What follows belongs to an exercise in optimizing a design on an open flow for small area; a production flow would make more cautious choices. Only simulation tests tie the RTL to the original design; equivalence was not proved. No driver is modelled on the clock port, so clocking that relies on it looks cheaper here than on a real chip. No activity file was given, so power comes from the tool's default toggle rates.

===== design/flow/flow/run.sh =====
#!/bin/bash
# Standard layout (the standard.sh) with these changes:
# - synthesis is the standard flow's own script (synth_recipe.tcl, unchanged) except that ABC
#   maps with flow/abc_area.script (flow/synth.tcl); the registers are the same;
# - after floorplan (flow/post_floorplan.tcl), combinational cells get the
#   smallest drive strength of their family (later repair steps size up as
#   needed), and tie cells that use only HI are paired with ones that use only
#   LO, each pair becoming one conb_1 using both outputs;
# - port buffers use the smallest buffer (buf_1) instead of ORFS's default choice;
# - clock tree from clkbuf_4 buffers, without CTS dummy loads; a clock
#   buffer whose flip-flops would see a slow clock edge becomes a clkbuf_8
#   (flow/clock_slew.tcl).
# make's output goes to standard_flow.log; each ORFS step keeps its own log
# under orfs/logs/.
set -euo pipefail
bash standard.sh \
  "SYNTH_SCRIPT=$(pwd)/flow/synth.tcl" \
  "POST_FLOORPLAN_TCL=$(pwd)/flow/post_floorplan.tcl" \
  "POST_CTS_TCL=$(pwd)/flow/clock_slew.tcl" \
  'BUFFER_PORTS_ARGS=-buffer_cell sky130_fd_sc_hd__buf_1' \
  'CTS_ARGS=-sink_clustering_enable -repair_clock_nets -buf_list sky130_fd_sc_hd__clkbuf_4 -dont_use_dummy_load' \
  finish > standard_flow.log 2>&1

===== design/flow/flow/abc_area.script =====
&get -n
&st
&syn2
&dch
&nf -R 1000
&put
mfs2
&get -n
&st
&dch
&nf -R 1000
&put
dnsize -c

===== design/flow/flow/clock_slew.tcl =====
estimate_parasitics -placement
set changed 0
foreach buf [get_cells *] {
  if {[get_property $buf ref_name] ne "sky130_fd_sc_hd__clkbuf_4"} continue
  set worst 0
  foreach opin [get_pins -of_objects $buf -filter "direction == output"] {
    foreach p [get_pins -of_objects [get_nets -of_objects $opin] -filter "direction == input"] {
      if {![string match "*df*" [get_property [get_cells -of_objects $p] ref_name]]} continue
      foreach prop {slew_max_rise slew_max_fall} {
        set s [get_property $p $prop]
        if {$s > $worst} { set worst $s }
      }
    }
  }
  puts "clock_slew: [get_name $buf] [format %.1f [expr {$worst * 1000}]] ps"
  if {$worst > 0.105} {
    replace_cell $buf sky130_fd_sc_hd__clkbuf_8
    incr changed
  }
}
puts "clock_slew: upsized $changed clock buffers"
if {$changed} {
  detailed_placement
  estimate_parasitics -placement
}

===== design/flow/flow/post_floorplan.tcl =====
# POST_FLOORPLAN hook.
#
# 1. Give every combinational cell the smallest-area cell of its family (same
#    name but for the drive strength) with the same function. Timing has
#    several ns of slack here; later steps (repair_design, repair_timing)
#    still size up whatever needs it. Registers and tie cells are left alone.
set n 0
foreach inst [get_cells *] {
  set lc [get_lib_cells -of_objects $inst]
  set name [get_name $lc]
  if {[string match "*df*" $name] || [string match "*conb*" $name]} continue
  if {![regexp {^(sky130_fd_sc_hd__.+)_[0-9]+$} $name -> fam]} continue
  set best $lc
  set ba [get_property $lc area]
  foreach e [get_lib_cells ${fam}_*] {
    if {![regexp "^${fam}_\[0-9\]+\$" [get_name $e]]} continue
    if {[lsearch -exact $::env(DONT_USE_CELLS) [get_name $e]] >= 0} continue
    if {![sta::equiv_cells $lc $e]} continue
    set a [get_property $e area]
    if {$a < $ba - 0.001} { set best $e; set ba $a }
  }
  if {$best != $lc} {
    replace_cell $inst $best
    incr n
  }
}
puts "post_floorplan: downsized $n cells"

# 2. A conb_1 tie cell has a HI and a LO output, and repair_tie_fanout gives
#    each constant port a tie cell of its own, using one of the two. Pair the
#    ones that use only HI with ones that use only LO, so that each pair is
#    one cell driving both nets; every constant port still has its own tie
#    output.
set block [ord::get_db_block]
set hi_only {}
set lo_only {}
foreach inst [$block getInsts] {
  if {[[$inst getMaster] getName] ne "sky130_fd_sc_hd__conb_1"} continue
  set hn [[$inst findITerm HI] getNet]
  set ln [[$inst findITerm LO] getNet]
  if {$hn ne "NULL" && $ln eq "NULL"} { lappend hi_only $inst }
  if {$ln ne "NULL" && $hn eq "NULL"} { lappend lo_only $inst }
}
set merged 0
foreach h $hi_only l $lo_only {
  if {$h eq "" || $l eq ""} break
  set hterm [$h findITerm HI]
  set net [$hterm getNet]
  $hterm disconnect
  [$l findITerm HI] connect $net
  odb::dbInst_destroy $h
  incr merged
}
puts "post_floorplan: merged $merged tie cells"

===== design/flow/flow/synth.tcl =====
# The standard flow's synthesis script (synth_recipe.tcl, sourced unchanged) with one change:
# ABC maps the logic with flow/abc_area.script, which recovers area under the
# (loose) clock period, instead of ORFS's abc_speed.script. Flip-flops are
# mapped before ABC runs, so the registers are those of the standard synthesis.
set flow_dir [file dirname [file normalize [info script]]]
set ::my_abc_script [file join $flow_dir abc_area.script]
proc abc {args} {
  set i [lsearch -exact $args -script]
  if {$i >= 0} { lset args [expr {$i + 1}] $::my_abc_script }
  yosys abc {*}$args
}
source [file join [file dirname $flow_dir] synth_recipe.tcl]

===== design/flow/standard.sh =====
#!/bin/bash
# synth_recipe.tcl (not shown) runs the flow's synth.tcl, then flattens the netlist and writes it again
# the make line also repeats each setting of config.mk as NAME=value (left out here)
make -C /OpenROAD-flow-scripts/flow DESIGN_CONFIG=/design/flow/config.mk WORK_HOME=/design/flow/orfs CLKGATE_MAP_FILE= SYNTH_SCRIPT=/design/flow/synth_recipe.tcl "${@:-finish}"

===== design/flow/config.mk =====
export PLATFORM = sky130hd
export DESIGN_NAME = SlaveFPGA
export DESIGN_NICKNAME = SlaveFPGA
export VERILOG_FILES = /design/flow/design.v
export SDC_FILE = /design/flow/constraint.sdc
export NUM_CORES = 4
export LEC_CHECK = 0
export CAP_MARGIN = 20
export CORE_MARGIN = 2
export CORE_UTILIZATION = 45
export SLEW_MARGIN = 20

===== design/flow/constraint.sdc =====
create_clock -name core_clock -period 8.0 [get_ports {clk}]
set_input_delay 1.6000 -clock core_clock [delete_from_list [all_inputs] [get_ports {clk}]]
set_output_delay 1.6000 -clock core_clock [all_outputs]
set_load 0.01 [all_outputs]

===== design/flow/design.v =====
module ReadoutConfigurator(
           SMT_MD, PDZ, NAPZ, ENTRI, INTUPZ, PGA
       );
output SMT_MD, PDZ, NAPZ, ENTRI, INTUPZ;
output [2:0] PGA;
assign SMT_MD = 0;  
assign PDZ = 1;  
assign NAPZ = 1;  
assign ENTRI = 0;
assign INTUPZ = 0;
assign PGA = 3;
endmodule
module AdcController(
           clk, reset, start_acquisition, data_enable, is_error, data_out,
           SCLK, CNVST, RD, CS, RESET, OB2C, PD, SDOUT, RDERROR, BUSY
       );
localparam [6:0] CNT_SEED = 7'b0011101;
input clk, reset, start_acquisition;
input RDERROR, BUSY, SDOUT;
output data_enable, is_error;
output [15:0] data_out;
output reg SCLK;
output CNVST, CS, RESET;
output RD, OB2C, PD;
reg [15:0] data;
reg [6:0] counter;
reg [4:0] s;
reg error;
wire counter_low = !counter[4] || counter[3] || !counter[2] || counter[1] || !counter[0];
wire counter_done = counter[6] && !counter[3] && counter[2] && !counter[1] && counter[0];
wire in_acq   = (s[4]) || (s[1] && s[2] && s[3]) || (s[0] && s[1] && s[2]);
wire is_rst   = (s[0] && !s[2] && !s[3] && !s[4]) || (!s[0] && s[2] && !s[3] && !s[4]);
wire is_up    = (!s[0] && !s[1] && !s[4]) || (!s[1] && s[2] && !s[3] && !s[4]);
wire is_down  = (s[0] && !s[2] && s[3] && !s[4]);
wire is_ready = (!s[0] && !s[2] && !s[4]);
wire is_after = (s[0] && s[2] && s[3] && !s[4]);
wire g        = (!s[2] && !s[3] && s[4]) || (!s[0] && s[2] && s[3]) || (s[0] && !s[1] && !s[3]) || (!s[0] && !s[2] && !s[4]) || (s[0] && !s[3] && s[4]) || (s[0] && s[1] && !s[2] && s[4]);
wire h        = (s[2] && s[4]) || (s[3] && s[4]) || (!s[1] && s[4]) || (!s[0] && s[4]) || (s[0] && s[1] && s[3]);
always @(posedge clk) begin
    if (is_ready && start_acquisition)
        counter <= CNT_SEED;
    else
        counter <= {~counter[5:0], !((counter[6] ~^ counter[5]) && counter_low)};
end
always @(posedge clk) if (!SCLK && s == 5'd22) data[15] <= SDOUT;
always @(posedge clk) if (!SCLK && s == 5'd28) data[14] <= SDOUT;
always @(posedge clk) if (!SCLK && s == 5'd25) data[13] <= SDOUT;
always @(posedge clk) if (!SCLK && s == 5'd18) data[12] <= SDOUT;
always @(posedge clk) if (!SCLK && s == 5'd21) data[11] <= SDOUT;
always @(posedge clk) if (!SCLK && s == 5'd27) data[10] <= SDOUT;
always @(posedge clk) if (!SCLK && s == 5'd23) data[9] <= SDOUT;
always @(posedge clk) if (!SCLK && s == 5'd31) data[8] <= SDOUT;
always @(posedge clk) if (!SCLK && s == 5'd30) data[7] <= SDOUT;
always @(posedge clk) if (!SCLK && s == 5'd29) data[6] <= SDOUT;
always @(posedge clk) if (!SCLK && s == 5'd26) data[5] <= SDOUT;
always @(posedge clk) if (!SCLK && s == 5'd20) data[4] <= SDOUT;
always @(posedge clk) if (!SCLK && s == 5'd24) data[3] <= SDOUT;
always @(posedge clk) if (!SCLK && s == 5'd16) data[2] <= SDOUT;
always @(posedge clk) if (!SCLK && s == 5'd17) data[1] <= SDOUT;
always @(posedge clk) if (!SCLK && s == 5'd19) data[0] <= SDOUT;
wire advance = !SCLK || is_rst || (is_up && BUSY) || (is_down && !BUSY) ||
               (is_ready && start_acquisition) || (is_after && counter_done);
always @(posedge clk) begin
    if (reset) begin
        error <= 0;
        SCLK <= 1;
    end else if (RDERROR) begin
        error <= 1;
    end else if (!error && in_acq) begin
        SCLK <= !SCLK;
    end
end
always @(posedge clk) begin
    if (reset || !error && !RDERROR && advance)
        s <= reset ? 5'd1 : {h, s[2:0], g};
end
assign data_out = data;
assign data_enable = is_after && !error;
assign is_error = error;
assign RESET = is_rst;
assign CNVST = (!s[2] && !s[3] && !s[4]) || (!s[0] && !s[1] && !s[4]) || (!s[1] && !s[2] && !s[4]) || (!s[0] && !s[3] && !s[4]);
assign CS = !in_acq;
assign RD = 0;
assign OB2C = 0;
assign PD = 0;
endmodule
module DataSerializer(
           clk, reset, lower_adc_data, upper_adc_data,
           lower_adc_data_enable, upper_adc_data_enable, out_bit
       );
input clk, reset, lower_adc_data_enable, upper_adc_data_enable;
input [15:0] lower_adc_data, upper_adc_data;
output out_bit;
reg [4:0] phase;
reg channel;
reg lower_next_ready, upper_next_ready;
wire idle = phase[4] && !phase[3];
wire take_lower = lower_adc_data_enable && lower_next_ready;
wire take_upper = upper_adc_data_enable && upper_next_ready;
wire take = take_lower || take_upper;
always @(posedge clk) begin
    if (reset)
        phase <= 5'd16;
    else if (idle)
        phase <= {1'b1, take, take, take, 1'b0};
    else
        phase <= phase + 1'b1;
    if (idle)
        channel <= !take_lower;
    lower_next_ready <= !lower_adc_data_enable || (lower_next_ready && !idle);
    upper_next_ready <= !upper_adc_data_enable || (upper_next_ready && (!idle || take_lower));
end
wire [3:0] idx = ~phase[3:0];
wire lo = lower_adc_data[idx];
wire up = upper_adc_data[idx];
assign out_bit = phase[4] ? (phase[3] && (!phase[0] || channel)) : (channel ? up : lo);
endmodule
module SlaveFPGA(
           clk, reset, start_lower_adc, start_upper_adc, serial_data_out,
           lower_adc_error, upper_adc_error,
           SMT_MD, PDZ, NAPZ, ENTRI, INTUPZ, PGA,
           SCLK0, CNVST0, RD0, CS0, RESET0, OB2C0, PD0, SDOUT0, RDERROR0, BUSY0,
           SCLK1, CNVST1, RD1, CS1, RESET1, OB2C1, PD1, SDOUT1, RDERROR1, BUSY1
       );
input clk, reset;
input start_lower_adc, start_upper_adc;
output serial_data_out;
output lower_adc_error, upper_adc_error;
output SMT_MD, PDZ, NAPZ, ENTRI, INTUPZ;
output [2:0] PGA;
output SCLK0, CNVST0, RD0, CS0, RESET0, OB2C0, PD0;
input SDOUT0, RDERROR0, BUSY0;
output SCLK1, CNVST1, RD1, CS1, RESET1, OB2C1, PD1;
input SDOUT1, RDERROR1, BUSY1;
wire [15:0] lower_adc_data_wire, upper_adc_data_wire;
wire lower_adc_data_enable_wire, upper_adc_data_enable_wire;
ReadoutConfigurator readout_configurator(
                        SMT_MD, PDZ, NAPZ, ENTRI, INTUPZ, PGA
                    );
AdcController lower_adc_controller(
                  clk, reset, start_lower_adc, lower_adc_data_enable_wire, lower_adc_error, lower_adc_data_wire,
                  SCLK0, CNVST0, RD0, CS0, RESET0, OB2C0, PD0, SDOUT0, RDERROR0, BUSY0
              );
AdcController upper_adc_controller(
                  clk, reset, start_upper_adc, upper_adc_data_enable_wire, upper_adc_error, upper_adc_data_wire,
                  SCLK1, CNVST1, RD1, CS1, RESET1, OB2C1, PD1, SDOUT1, RDERROR1, BUSY1
              );
DataSerializer data_serializer(
                   clk, reset, lower_adc_data_wire, upper_adc_data_wire, lower_adc_data_enable_wire,
                   upper_adc_data_enable_wire, serial_data_out
               );
endmodule

==> reports/qor.yml, run 1 <==
antenna_found_initial: 0
grt_pass1_wl_mm: 9.13
fmax_ghz: 0.242
grt_usage_pct: 16.5
grt_pass1_vias: 1875
holdCritPathClass: "reg2reg"
max_cap_violations: 0
synth_cell_types: 30
post-place-ws_ps: 4260
synthFlopType: "edfxtp_1"
synth_area_leaders: "edfxtp_1, dfxtp_1, mux4_2"
outcome: "finished clean"
p_per_area_nw_per_um2: 246
multi_input_area_um2: 1110
netlist_area_um2: 2980
die_width_um: 85.4
hold_viol_final: 0
syn_area_per_cell_um2: 11.0
r2r-start: "lower_adc_controller.s[0]$_SDFFCE_PP1P_"
worstSkewPairLatency_ps: 400
synth_commonest_cells: "nor2_1, edfxtp_1, nand2_1"
regArea_um2: 1790
wirelength_mm: 5.60
first_iter_violations: 146
nNetsFinal: 312
syn_inst: 271
skew_ps: 33.8
cp.arrival_ps: 2530
slew_headroom_pct: 53.1
vdd_drop_max_v: 0.000145
post-route-min-period_ps: 4130
rsz0062_at_grt: "false"
dpl.cell_count: 363
crit_required_ps: 6400
yosysSeqAreaShare_pct: 60.0
synth.most_common_cell: "nor2_1"
synth.top_cell.area_share_pct: 43.3
hpwl_mm: 4.05
synth-edff-count: 43
critPathLaunchType: "flop"
grt_max_degree: 23
p_leak_nw: 1.07
nFillCells: 605
synth_warnings: 2
place_congestion: 0.749
first_pass_iters: 4
area_growth_pct: 5.95
synth_area_leader_cell: "edfxtp_1"
path_max_fanout: 9
clkTransAtPathRegs_ps: 100
worst_slack_ps: 3870
maxSlewViolCount: 0
via_per_inst: 5.49
reg2regPathDepth: 5
wl_per_cell_um: 15.1
stdcell_area_um2: 3160
fin_setup_tns_ps: 0
ys_ff_latch: 68
rows: 29
crit_type: "reg2out"
post-route-period-util_pct: 51.6
crit_path_end: "serial_data_out"
worst_setup_path_end_kind: "primary output"
min_from: "lower_adc_controller.counter[3]$_SDFF_PN1_"
cts_tree: "done"
initial_core_util_pct: 46.7
ant_nets: 0
hold_ws_ps: 363
drc: 0
clock-sinks: 68
rr_endpoint: "lower_adc_controller.s[4]$_SDFFCE_PP0P_"
final_cells: 372
startpoint: "data_serializer.channel$_DFFE_PP_"
num_antenna_cells: 0
placed_area_um2: 3090
rrSetupSlack_ps: 5750
layout-drive-gt1-share_pct: 6.78
async_flop_share_pct: 0
numPortBuffers: 20
die-height_um: 85.4
pin_count: 35
fp.coreArea_um2: 6390
setup_viol: 0
tightest_slew_ps: 702
die-area_um2: 7300
grt_overflow: 0
num_vias: 2042
[worst min-delay path by stage]
stage	end	slack, ps	cells after the start
after floorplan	lower_adc_controller.counter[3]$_SDFF_PN1_	360	1
after global placement	upper_adc_controller.counter[3]$_SDFF_PN1_	370	1
after detailed placement	upper_adc_controller.counter[3]$_SDFF_PN1_	370	1
after global routing	lower_adc_controller.counter[4]$_SDFF_PN1_	370	1
final	lower_adc_controller.counter[4]$_SDFF_PN1_	360	1
[cell families after synthesis]
family / count (synthesis) / synth area share [%]
simple gates: 139 / 21.1
other cells: 2 / 0.252
compound gates: 34 / 6.37
mux: 10 / 7.55
buf+inv: 15 / 3.65
fa+ha+maj: 1 / 0.419
xor+xnor: 2 / 0.587
flops: 68 / 60.0
[metrics by stage]
stage | power (mW) | util [%]
finish | 0.779 | 49.5
global route | 0.832 | 49.5
detailed placement | 0.635 | 48.4
global placement | 0.631 | 48.4
floorplan | 0.590 | -
[metal layers]
| metal | part of all wire [%] | track usage (%) | vias up |
|---|---|---|---|
| met5 | 0 | 0 | - |
| met4 | 0.91 | 3.90 | 0 |
| met3 | 4.2 | 5.93 | 5 |
| met2 | 49 | 25.6 | 50 |
| met1 | 46 | 22.2 | 974 |
| li1 | - | - | 1013 |
[cells in the final DEF, fill, tap and decap left out, drive strengths merged]
cell / netlist / routed
nor2: 53 / 53
edfxtp: 43 / 43
nand2: 36 / 36
dfxtp: 25 / 25
buf: 14 / 21
nor3: 15 / 15
a21oi: 15 / 15
o21ai: 11 / 11
mux4: 10 / 10
conb: 2 / 10
clkbuf: 0 / 9
nor2b: 8 / 8
nand2b: 8 / 8
nand3: 4 / 4
a31oi: 3 / 3
nor4: 3 / 3
or2: 2 / 2
and2: 2 / 2
or3: 2 / 2
nand4: 2 / 2
nand3b: 2 / 2
xor2: 2 / 2
clkinv: 1 / 1
o22ai: 1 / 1
o221ai: 1 / 1
nand4b: 1 / 1
a41oi: 1 / 1
a221oi: 1 / 1
nor4b: 1 / 1
a311oi: 1 / 1
ha: 1 / 1
[report_power, final]
part | internal (mW) | switching, mW | total (mW)
Sequential | 0.431 | 0.0582 | 0.489
Clock | 0.0575 | 0.0965 | 0.154
Combinational | 0.0576 | 0.0782 | 0.136
Total | 0.546 | 0.233 | 0.779
[final cells by class]
type,count,area share (%)
Sequential cell,68,56.7
Multi-Input combinational cell,196,35.2
Tap cell,77,3.05
Timing Repair Buffer,21,2.61
Clock buffer,9,2.33
Inverter,1,0.119
[worst max-delay path: stages, from the launching register on]
cell      delay, ps
edfxtp_1        660
mux4_2          560
mux4_2          470
o221ai_1        180
o21ai_0         130
buf_1           140
[registers in the layout (all words and copies together) (netlist names)]
name and count:
data_serializer.lower_next_ready 1, upper_adc_controller.error 1, upper_adc_controller.data 16, lower_adc_controller.error 1
lower_adc_controller.SCLK 1, lower_adc_controller.s 5, upper_adc_controller.SCLK 1, upper_adc_controller.counter 7
lower_adc_controller.data 16, data_serializer.phase 5, upper_adc_controller.s 5, data_serializer.channel 1
lower_adc_controller.counter 7, data_serializer.upper_next_ready 1
==> run 2, diff against run 1 <==
--- a/design/flow/design.v
+++ b/design/flow/design.v
@@ -26,2 +26,3 @@
 reg [6:0] counter;
+reg [31:0] wrap;
 reg [4:0] s;
@@ -38,4 +39,12 @@
 wire h        = (s[2] && s[4]) || (s[3] && s[4]) || (!s[1] && s[4]) || (!s[0] && s[4]) || (s[0] && s[1] && s[3]);
+wire wrap_low_zero = wrap[30:0] == 31'd0;
+wire wrap_last = wrap[31] && wrap_low_zero;
 always @(posedge clk) begin
     if (is_ready && start_acquisition)
+        wrap <= 32'd0;
+    else
+        wrap <= {wrap[30:0], wrap[31] ^ wrap[21] ^ wrap[1] ^ wrap[0] ^ wrap_low_zero};
+end
+always @(posedge clk) begin
+    if (is_ready && start_acquisition || wrap_last)
         counter <= CNT_SEED;
==> reports/qor.yml, run 2 <==
synth_cell_types: 35  # was 30
synth_area_leader_cell: "dfxtp_1"  # was edfxtp_1
place_congestion: 0.829  # was 0.749
worstSkewPairLatency_ps: 520  # was 400 ps
layout-drive-gt1-share_pct: 6.49  # was 6.78%
area_growth_pct: 7.05  # was 5.95%
die_width_um: 108  # was 85.4 µm
cpMostUsedCell: "mux4_2"  # unchanged
hold_ws_ps: 386  # was 363 ps
p_per_area_nw_per_um2: 309  # was 246 nW/µm²
yosys.area_share.simple_pct: 23.4  # was 21.1%
skew_ps: 34.3  # was 33.8 ps
slowest_delay_ps: 650  # was 660 ps
synth_compound_area_share_pct: 4.56  # was 6.37%
slew_headroom_pct: 53.2  # was 53.1%
synth.most_common_cell: "dfxtp_1"  # was nor2_1
path_delay_family: "multiplexers"  # unchanged
critPathLaunchType: "flop"  # unchanged
r2r-start: "upper_adc_controller.s[0]$_SDFFCE_PP1P_"  # was lower_adc_controller.s[0]$_SDFFCE_PP1P_
synth_area_leaders: "dfxtp_1, edfxtp_1, nor2b_1"  # was edfxtp_1, dfxtp_1, mux4_2
min_from: "upper_adc_controller.counter[3]$_SDFF_PP1_"  # was lower_adc_controller.counter[3]$_SDFF_PN1_
p_comb_share_pct: 19.3  # was 17.4%
yosysSeqAreaShare_pct: 63.0  # was 60.0%
worst_slack_ps: 3790  # was 3870 ps
syn_inst: 429  # was 271
outcome: "finished clean"  # unchanged
clkPwrFrac_pct: 18.4  # was 19.8%
die-area_um2: 11700  # was 7300 µm²
worst_setup_path_end_kind: "primary output"  # unchanged
rr_endpoint: "upper_adc_controller.s[0]$_SDFFCE_PP1P_"  # was lower_adc_controller.s[4]$_SDFFCE_PP0P_
drc: 0  # unchanged
vdd_drop_max_v: 0.000172  # was 0.000145 V
post-route-min-period_ps: 4210  # was 4130 ps
grt_pass1_vias: 2912  # was 1875
crit_required_ps: 6400  # about the same
die-height_um: 108  # was 85.4 µm
hold_viol_final: 0  # unchanged
final_cell_mix: "dfxtp_1, nor2b_1, nor2_1, edfxtp_1, nand2_1"  # was nor2_1, edfxtp_1, nand2_1, dfxtp_1, buf_1
netlist_area_um2: 4880  # was 2980 µm²
hpwl_mm: 5.63  # was 4.05 mm
fp.coreArea_um2: 10700  # was 6390 µm²
wirelength_mm: 8.27  # was 5.60 mm
stdcell_area_um2: 5220  # was 3160 µm²
grt_max_degree: 34  # was 23
p_seq_share_pct: 62.4  # was 62.8%
cp_cell_sequence: "mux4_2 > mux4_2 > nor3b_1 > nor4_1 > buf_1"  # was mux4_2 > mux4_2 > o221ai_1 > o21ai_0 > buf_1
grt_usage_pct: 15.6  # was 16.5%
rows: 38  # was 29
slowest_stage: "edfxtp_1"  # unchanged
path_max_fanout: 9  # unchanged
cts_tree: "done"  # unchanged
internal_power_mw: 1.16  # was 0.546 mW
synth_top_family_by_area: "simple AND/OR/NAND/NOR gates"  # unchanged
syn_area_per_cell_um2: 11.4  # was 11.0 µm²
synth_xor_area_share_pct: 1.62  # was 0.587%
first_iter_violations: 117  # was 146
synth.top_cell.area_share_pct: 36.5  # was 43.3%
holdCritPathClass: "reg2reg"  # unchanged
post-place-ws_ps: 4300  # was 4260 ps
maxSlewViolCount: 0  # unchanged
grt_pass1_wl_mm: 13.7  # was 9.13 mm
first_pass_iters: 4  # unchanged
numPortBuffers: 20  # unchanged
switching_share_pct: 28.2  # was 29.9%
max_cap_violations: 0  # unchanged
reg_top3: "lower_adc_controller.wrap x32, upper_adc_controller.wrap x32"  # was lower_adc_controller.data x16, upper_adc_controller.data x16
synth_mux_area_share_pct: 4.59  # was 7.55%
ys_ff_latch: 132  # was 68
final_common_cell: "dfxtp_1"  # was nor2_1
tightest_slew_ps: 701  # was 702 ps
initial_core_util_pct: 45.6  # was 46.7%
setup_viol: 0  # unchanged
synthAdderAreaFrac_pct: 0.256  # was 0.419%
placed_area_um2: 5080  # was 3090 µm²
post-route-period-util_pct: 52.6  # was 51.6%
p_leak_nw: 1.91  # was 1.07 nW
min_to: "upper_adc_controller.counter[4]$_SDFF_PP1_"  # was lower_adc_controller.counter[4]$_SDFF_PN1_
nNetsFinal: 479  # was 312
reg2regPathDepth: 5  # unchanged
num_antenna_cells: 0  # unchanged
wl_per_cell_um: 13.7  # was 15.1 µm
fin_setup_tns_ps: 0  # unchanged
cp.arrival_ps: 2610  # was 2530 ps
rrSetupSlack_ps: 5590  # was 5750 ps
rsz0062_at_grt: "false"  # unchanged
antenna_found_initial: 0  # unchanged
via_per_inst: 5.05  # was 5.49
fmax_ghz: 0.238  # was 0.242 GHz
synth_commonest_cells: "dfxtp_1, nor2b_1, nor2_1"  # was nor2_1, edfxtp_1, nand2_1
clock-sinks: 132  # was 68
synth_warnings: 2  # unchanged
hold_depth: 1  # unchanged
synth-edff-count: 43  # unchanged
path_buf_inv: 1  # unchanged
crit_type: "reg2out"  # unchanged
num_vias: 3040  # was 2042
power.switching_mw: 0.455  # was 0.233 mW
clkTransAtPathRegs_ps: 80  # was 100 ps
ant_nets: 0  # unchanged
pin_count: 35  # unchanged
finalPower_mw: 1.61  # was 0.779 mW
async_flop_share_pct: 0  # unchanged
synthFlopType: "dfxtp_1"  # was edfxtp_1
grt_overflow: 0  # unchanged
run 2: cell count changes after synthesis, moves of 4 or more:
cell     before  now
xnor2_1       0    5
nor2_1       53   44
dfxtp_1      25   89
nor4_1        3   16
nand3_1       4    8
nor2b_1       8   76
nor3_1       15   19
run 2: metal layers:
| layer | GRT usage (%) | vias up | share of wire [%] |
|---|---|---|---|
| met4 | 7.42 | 0 | 1.5 |
| met2 | 23.9 | 41 | 48 |
| li1 | - | 1552 | - |
| met3 | 5.06 | 12 | 3.3 |
| met1 | 20.0 | 1435 | 47 |
| met5 | 0 | - | 0 |
run 2: how the worst max path moves through the flow:
stage / start / end / slack [ps] / cells after the start
5_1_grt: data_serializer.channel$_DFFE_PP_ / serial_data_out / 3530 / 5
2_1_floorplan: start_lower_adc / lower_adc_controller.s[0]$_SDFFCE_PP1P_ / 3020 / 3
3_5_place_dp: data_serializer.channel$_DFFE_PP_ / serial_data_out / 4300 / 5
6_report: data_serializer.channel$_DFFE_PP_ / serial_data_out / 3790 / 5
3_3_place_gp: data_serializer.channel$_DFFE_PP_ / serial_data_out / 4340 / 5
run 2: kinds of logic (layout without fill, tap and decap cells):
| group | Yosys count | after routing |
|---|---|---|
| buf+inv | 18 | 43 |
| compound gates | 38 | 38 |
| simple gates | 218 | 218 |
| flops | 132 | 132 |
| other cells | 2 | 10 |
| fa+ha+maj | 1 | 1 |
| xor+xnor | 9 | 9 |
| mux | 11 | 11 |
run 2: through the flow:
step / utilization, % / cells
floorplan: - / 441
global placement: 47.5 / 585
detailed placement: 47.5 / 585
global route: 48.8 / 602
finish: 48.8 / 602
run 2: cell type report:
class / count / area (µm²)
fillers: 992 / 5470
flip-flops and latches: 132 / 3070
multi-input cells: 287 / 1730
well taps: 140 / 175
clock buffers: 17 / 140
repair buffers: 22 / 90.1
inverters: 4 / 15.0
run 2: power groups by stage:
stage                     sequential, mW  combinational, mW  clock (mW)
final                               1.01              0.312       0.296
after detailed placement            1.02              0.316           0
after floorplan                    0.984              0.264           0
after global placement              1.02              0.309           0
after global routing                1.03              0.358       0.342
==> run 3, diff against run 2 <==
--- a/design/flow/design.v
+++ b/design/flow/design.v
@@ -16,3 +16,2 @@
        );
-localparam [6:0] CNT_SEED = 7'b0011101;
 input clk, reset, start_acquisition;
@@ -25,8 +24,6 @@
 reg [15:0] data;
-reg [6:0] counter;
-reg [31:0] wrap;
+reg [31:0] counter;
 reg [4:0] s;
 reg error;
-wire counter_low = !counter[4] || counter[3] || !counter[2] || counter[1] || !counter[0];
-wire counter_done = counter[6] && !counter[3] && counter[2] && !counter[1] && counter[0];
+wire counter_done = (counter >= 100);
 wire in_acq   = (s[4]) || (s[1] && s[2] && s[3]) || (s[0] && s[1] && s[2]);
@@ -39,15 +36,7 @@
 wire h        = (s[2] && s[4]) || (s[3] && s[4]) || (!s[1] && s[4]) || (!s[0] && s[4]) || (s[0] && s[1] && s[3]);
-wire wrap_low_zero = wrap[30:0] == 31'd0;
-wire wrap_last = wrap[31] && wrap_low_zero;
 always @(posedge clk) begin
     if (is_ready && start_acquisition)
-        wrap <= 32'd0;
+        counter <= 0;
     else
-        wrap <= {wrap[30:0], wrap[31] ^ wrap[21] ^ wrap[1] ^ wrap[0] ^ wrap_low_zero};
-end
-always @(posedge clk) begin
-    if (is_ready && start_acquisition || wrap_last)
-        counter <= CNT_SEED;
-    else
-        counter <= {~counter[5:0], !((counter[6] ~^ counter[5]) && counter_low)};
+        counter <= counter + 1'b1;
 end
==> reports/qor.yml, run 3 <==
ys_ff_latch: 118  # was 132
num_antenna_cells: 0  # unchanged
nNetsFinal: 584  # was 479
netlist_area_um2: 5250  # was 4880 µm²
reg2regPathDepth: 10  # was 5
skew_ps: 22.0  # was 34.3 ps
synth_commonest_cells: "dfxtp_1, nor2_1, a21oi_1, edfxtp_1, nor3_1"  # was dfxtp_1, nor2b_1, nor2_1
fin_setup_tns_ps: 0  # unchanged
die_width_um: 112  # was 108 µm
rrSetupSlack_ps: 5240  # was 5590 ps
maxSlewViolCount: 0  # unchanged
path_max_fanout: 13  # was 9
cts_tree: "done"  # unchanged
antenna_found_initial: 0  # unchanged
layout-drive-gt1-share_pct: 4.62  # was 6.49%
clkTransAtPathRegs_ps: 80  # about the same
vdd_drop_max_v: 0.000119  # was 0.000172 V
crit_required_ps: 6400  # about the same
cp_cell_sequence: "mux2_1 > a222oi_1 > nor2_1 > a211oi_1 > a211oi_1 > a31oi_1 > o22ai_1 > buf_1"  # was mux4_2 > mux4_2 > nor3b_1 > nor4_1 > buf_1
hold_ws_ps: 444  # was 386 ps
synth_area_leaders: "dfxtp_1, edfxtp_1, nor2_1"  # was dfxtp_1, edfxtp_1, nor2b_1
synth_cell_types: 41  # was 35
final_cell_mix: "dfxtp_1, nor2_1, a21oi_1, edfxtp_1, nor3_1"  # was dfxtp_1, nor2b_1, nor2_1, edfxtp_1, nand2_1
num_vias: 4047  # was 3040
min_to: "data_serializer.upper_next_ready$_DFF_P_"  # was upper_adc_controller.counter[4]$_SDFF_PP1_
fp.coreArea_um2: 11400  # was 10700 µm²
die-area_um2: 12500  # was 11700 µm²
grt_pass1_vias: 3795  # was 2912
syn_area_per_cell_um2: 9.92  # was 11.4 µm²
p_per_area_nw_per_um2: 254  # was 309 nW/µm²
r2r-start: "lower_adc_controller.counter[2]$_SDFF_PP0_"  # was upper_adc_controller.s[0]$_SDFFCE_PP1P_
area_growth_pct: 6.27  # was 7.05%
path_buf_inv: 1  # unchanged
slew_headroom_pct: 55.8  # was 53.2%
wl_met2_mm: 5.26  # was 3.94 mm
rows: 39  # was 38
outcome: "finished clean"  # unchanged
wl_met1_mm: 5.04  # was 3.93 mm
nFillCells: 1117  # was 992
crit_type: "reg2out"  # unchanged
critPathLaunchType: "flop"  # unchanged
path_delay_family: "compound AO/OA/AOI/OAI gates"  # was multiplexers
async_flop_share_pct: 0  # unchanged
die-height_um: 112  # was 108 µm
hpwl_mm: 7.43  # was 5.63 mm
numPortBuffers: 20  # unchanged
worst_setup_path_end_kind: "primary output"  # unchanged
holdCritPathClass: "reg2reg"  # unchanged
regArea_um2: 2790  # was 3070 µm²
cp.arrival_ps: 2610  # about the same
hold_viol_final: 0  # unchanged
first_pass_iters: 5  # was 4
fmax_ghz: 0.238  # about the same
synth_area_leader_cell: "dfxtp_1"  # unchanged
hold_depth: 2  # was 1
cpMostUsedCell: "a211oi_1"  # was mux4_2
grt_usage_pct: 18.0  # was 15.6%
slowest_stage: "dfxtp_1"  # was edfxtp_1
placed_area_um2: 5450  # was 5080 µm²
clock-sinks: 118  # was 132
rsz0062_at_grt: "false"  # unchanged
post-route-min-period_ps: 4210  # about the same
dpl.cell_count: 689  # was 585
grt_overflow: 0  # unchanged
final_common_cell: "dfxtp_1"  # unchanged
final_cells: 706  # was 602
max_cap_violations: 0  # unchanged
pin_count: 35  # unchanged
grt_pass1_wl_mm: 18.0  # was 13.7 mm
multi_input_area_um2: 2360  # was 1730 µm²
highest_layer: "met4"  # unchanged
tightest_slew_ps: 663  # was 701 ps
wl_met3_um: 308  # was 276 µm
cp.depth: 8  # was 5
wirelength_mm: 10.7  # was 8.27 mm
synth.top_cell.area_share_pct: 28.6  # was 36.5%
slowest_delay_ps: 630  # was 650 ps
syn_inst: 529  # was 429
synth-edff-count: 43  # unchanged
synthFlopType: "dfxtp_1"  # unchanged
synth.most_common_cell: "dfxtp_1"  # unchanged
reg_top3: "lower_adc_controller.counter x32, upper_adc_controller.counter x32"  # was lower_adc_controller.wrap x32, upper_adc_controller.wrap x32
wl_per_cell_um: 15.2  # was 13.7 µm
worstSkewPairLatency_ps: 510  # was 520 ps
ant_nets: 0  # unchanged
place_congestion: 0.839  # was 0.829
setup_viol: 0  # unchanged
via_per_inst: 5.73  # was 5.05
grt_max_degree: 30  # was 34
drc: 0  # unchanged
post-route-period-util_pct: 52.6  # about the same
synth_warnings: 2  # unchanged
p_leak_nw: 1.98  # was 1.91 nW
initial_core_util_pct: 46.0  # was 45.6%
rr_endpoint: "lower_adc_controller.counter[31]$_SDFF_PP0_"  # was upper_adc_controller.s[0]$_SDFFCE_PP1P_
stdcell_area_um2: 5580  # was 5220 µm²
yosysSeqAreaShare_pct: 53.2  # was 63.0%
first_iter_violations: 189  # was 117
min_from: "data_serializer.upper_next_ready$_DFF_P_"  # was upper_adc_controller.counter[3]$_SDFF_PP1_
## run 3: cell count changes in the layout (fill, tap and decap cells not counted), sizes merged, moves of 14 or more
| cell | delta |
|---|---|
| nor3 | +20 |
| nor2 | +22 |
| and3 | +32 |
| a21oi | +28 |
| nor2b | -66 |
| a211oi | +16 |
| dfxtp | -14 |
| a31oi | +14 |
| and2 | +14 |
## run 3: where the power goes
part | switching [mW] | total [mW] | internal (mW)
Clock | 0.178 | 0.275 | 0.0969
Combinational | 0.157 | 0.292 | 0.135
Sequential | 0.129 | 0.852 | 0.723
## run 3: final cells by class
cell class / count / area share [%]
multi-input combinational: 399 / 42.3
timing repair buffer: 23 / 1.75
tap: 143 / 3.21
inverter: 6 / 0.404
sequential: 118 / 50.1
clock buffer: 17 / 2.29
## run 3: kinds of logic (layout without fill, tap and decap cells)
family                   Yosys count  after routing  synth area share (%)
flip-flops                       118            118                  53.2
other                              2             10                 0.143
buffers and inverters             20             46                  2.43
adder cells (fa/ha/maj)            5              5                  1.19
AND/OR/NAND/NOR                  249            249                  24.3
AO/OA/AOI/OAI                    117            117                  14.0
multiplexers                       9              9                  3.20
XOR/XNOR                           9              9                  1.50
## run 3: worst max path at each step
stage                                              from               to  slack [ps]
floorplan           data_serializer.phase[0]$_SDFF_PP0_  serial_data_out        4620
global placement    data_serializer.phase[0]$_SDFF_PP0_  serial_data_out        4360
detailed placement  data_serializer.phase[0]$_SDFF_PP0_  serial_data_out        4320
global route        data_serializer.phase[0]$_SDFF_PP0_  serial_data_out        3540
finish              data_serializer.phase[0]$_SDFF_PP0_  serial_data_out        3790
## run 3: routing by layer
| layer | global-route usage (%) | up-vias |
|---|---|---|
| met5 | 0 | - |
| met4 | 6.99 | 0 |
| met3 | 5.50 | 9 |
| met2 | 29.7 | 56 |
| met1 | 22.2 | 1918 |
| li1 | - | 2064 |
## run 3: worst register-to-register path: stages (launching register included)
cell and delay (ps):
dfxtp_1 410, nand3_1 90, nor2_1 150, and2_0 240
and4_1 430, and3_1 280, nor2b_1 230, and4_1 300
and3_1 230, a21oi_1 80, a311oi_1 230
## run 3: through the flow
step	worst slack, ps	total power, mW	utilization, %
2_1_floorplan	4620	1.06	-
3_3_place_gp	4360	1.14	47.7
3_5_place_dp	4320	1.16	47.7
5_1_grt	3540	1.52	48.8
6_report	3790	1.42	48.8

[separate check: timing with driven ports]
The results above use ideal ports. As a check the final layouts listed here were re-extracted and re-timed, cells and wires unchanged. Step 1, drivers: a clkbuf_16 drives clk and a buf_2 each remaining input, both assumed. Step 2, shift: input delay + t, output delay - t, t = (earliest + latest rising clock arrival at the registers) / 2. This alone moves slack from input paths to output paths. Slacks: no drivers / after step 1 / after step 2; pairs: no drivers / after step 1.
run | t, ns | setup WS [ns] | worst data-port slew with drivers (ns) | pins driven straight from the clock port
run 1 | 0.405 | 3.873 / 3.846 / 4.252 | 0.03 | 1
run 2 | 0.536 | 3.794 / 3.765 / 4.300 | 0.03 | 1
run 3 | 0.532 | 3.795 / 3.763 / 4.295 | 0.03 | 1
After both steps setup and hold are still met in every run listed.
